This is an optimization exercise on Yosys and OpenROAD, whose aim is small area, not a production implementation. Only simulation tests tie the RTL to the original design; equivalence was not proved. Power is estimated from default activity; no workload was simulated.

==> flow/design.v (excerpt) <==
module mic_array_cic(clk, rst_n, pdm_in, filter_out, out_valid);
For scale: ~3300 cells after synthesis, ~280 I/O pins.
clock: 10.0 ns
lec_check: 0
cap_margin: 20
core_margin: 2
core_utilization: 40
slew_margin: 20
run.sh (not shown) runs the stock make flow with config.mk's settings and CLKGATE_MAP_FILE= SYNTH_SCRIPT=/design/flow/synth_recipe.tcl, a recipe that flattens the netlist after the stock synthesis.
The starting point passed the timing, design-rule and antenna checks.
Change:
==> flow/flow/run.sh (new file) <==
#!/bin/bash
# The standard layout (the standard.sh), with one change: the buffer that
# placement puts on every input and output port is the smallest plain buffer
# (buf_1) instead of the cell buffer_ports picks by itself.
set -euo pipefail
export BUFFER_PORTS_ARGS="-buffer_cell sky130_fd_sc_hd__buf_1"
bash standard.sh > standard.log 2>&1
==> flow/standard.sh (new file) <==
#!/bin/bash
# synth_recipe.tcl (not shown) runs the flow's synth.tcl, then flattens the netlist and writes it again
# the make line also repeats each setting of config.mk as NAME=value (left out here)
make -C /OpenROAD-flow-scripts/flow DESIGN_CONFIG=/design/flow/config.mk WORK_HOME=/design/flow/orfs CLKGATE_MAP_FILE= SYNTH_SCRIPT=/design/flow/synth_recipe.tcl "${@:-finish}"
removed: flow/run.sh
Result: Cell count barely changes; clock skew shrinks by 0.0036 ns; design area fell by 4.6%; sequential power came out lower by about 2%; count of clock-buffer cells in the layout is lower by 1; power decreases by 6.6%; synthesized area does not change; setup slack gets better by 0.29 ns; global-route usage drops by 0.52 points.

run A:
mic_array_cic, a different RTL version from the one above (not shown whole).
For scale: roughly 3100 cells after synthesis, roughly 990 flip-flops, roughly 0.039 mm2 of cells after synthesis.
clock: 10.0 ns
lec_check: 0
cap_margin: 20
core_margin: 2
core_utilization: 40
cts_cluster_diameter: 100
cts_cluster_size: 30
place_density: 0.75
slew_margin: 20
synth_hierarchical: 1
standard.sh (not shown) runs the stock make flow with config.mk's settings and CLKGATE_MAP_FILE= SYNTH_SCRIPT=/design/flow/synth_recipe.tcl, a recipe that flattens the netlist after the stock synthesis.
==> flow/flow/run.sh <==
#!/bin/bash
# The standard layout (the standard.sh), with one change: the buffer that
# placement puts on every input and output port is the smallest plain buffer
# (buf_1) instead of the cell buffer_ports picks by itself.
set -euo pipefail
export BUFFER_PORTS_ARGS="-buffer_cell sky130_fd_sc_hd__buf_1"
bash standard.sh > standard.log 2>&1
Inputs modified between run A and run B:
- CTS_CLUSTER_SIZE now 27, was 30
Results
Run B finished every stage and its layout cleared the timing, design-rule and antenna checks.
Higher worst path arrival time was reported by run B, not run A.
Of run B and run A, the run reporting the lower worst-case setup margin in the final layout was run B.
On count of placed standard cells in the final layout, fillers left out, run B and run A are neck and neck.
Status: share of final layout cell area taken by clock buffers and inverters parity (run B, run A)
Diff run B and run A: initial antenna violation count lower in run A
Diff run A -> run B: sequential share of layout area roughly the same; period utilization higher.
In run B the net switching fraction of the power turned out 0.18 points lower than in run A.
Run A -> run B: total power consumption of the routed design flat
Run B and run A ended up with nearly the same fraction of power consumed by the clock network.
--- input diff run B..run C ---
- CTS_CLUSTER_SIZE now 30, was 27
- PLACE_DENSITY no longer set, was 0.75
Findings:
- Run C completed end to end with timing, DRC and antenna clean.
- [compare] base=run B new=run C: via count -about 1.8%, worst slack on hold paths has remained practically unchanged, utilization after layout increased by 0.17 points relative to the old numbers, area share of buffers outside the clock network did not really move.
- In run C the routed length on met3 turned out 740 um lower than in run B.

Another version of the RTL of mic_array_cic (not shown whole).
Size: roughly 3,300 cells after synthesis, ~280 I/O pins, about 39,000 um2 of cells after synthesis.
export LEC_CHECK = 0
export CAP_MARGIN = 20
export CORE_MARGIN = 2
export CORE_UTILIZATION = 40
export CTS_CLUSTER_DIAMETER = 100
export CTS_CLUSTER_SIZE = 30
export SLEW_MARGIN = 20
create_clock -name core_clock -period 10.0 [get_ports {clk}]
Scripts as last shown in full above: flow/flow/run.sh
Then changed:
--- a/flow/config.mk
+++ b/flow/config.mk
@@ -13 +13,2 @@
 export SLEW_MARGIN = 20
+export SYNTH_HIERARCHICAL = 1
=>
- non-clock buffer count is lower by 11
- setup slack got worse by 0.057 ns
- synthesized cell count is lower by 7.9%
- sequential share of layout area is higher by 0.68 points
- sequential power is higher by about 1%
- die area is lower by 0.81%
- cell area is lower by 1.4%

-- port drivers added, routing unchanged --
The results above use ideal ports. As a check the final layouts listed here were re-extracted and re-timed, cells and wires unchanged. Step 1: set_driving_cell puts a clkbuf_16 on clk and a buf_2 on each other input, an assumption about the parent block. Step 2 adds t to the input delays and takes it off the output delays; t is the mean of the earliest and latest rising clock arrival at the registers after step 1. Input paths then give back, and output paths get back, about the clock's delay inside the block. Slacks: no drivers / after step 1 / after step 2; pairs: no drivers / after step 1.
run	t (ns)	slack for setup (ns)	worst setup path after step 2
the first run of note 1	0.738	1.043 / 1.043 / 1.043	register to register
the second run of note 1	0.733	1.338 / 1.338 / 1.338	register to register
run A	0.669	1.021 / 1.021 / 1.021	register to register
run B	0.666	0.949 / 0.949 / 0.949	register to register
run C	0.674	0.986 / 0.986 / 0.986	register to register
the first run of note 3	0.686	1.080 / 1.080 / 1.080	register to register
the second run of note 3	0.685	1.023 / 1.023 / 1.023	register to register
After both steps every run listed still meets setup and hold.
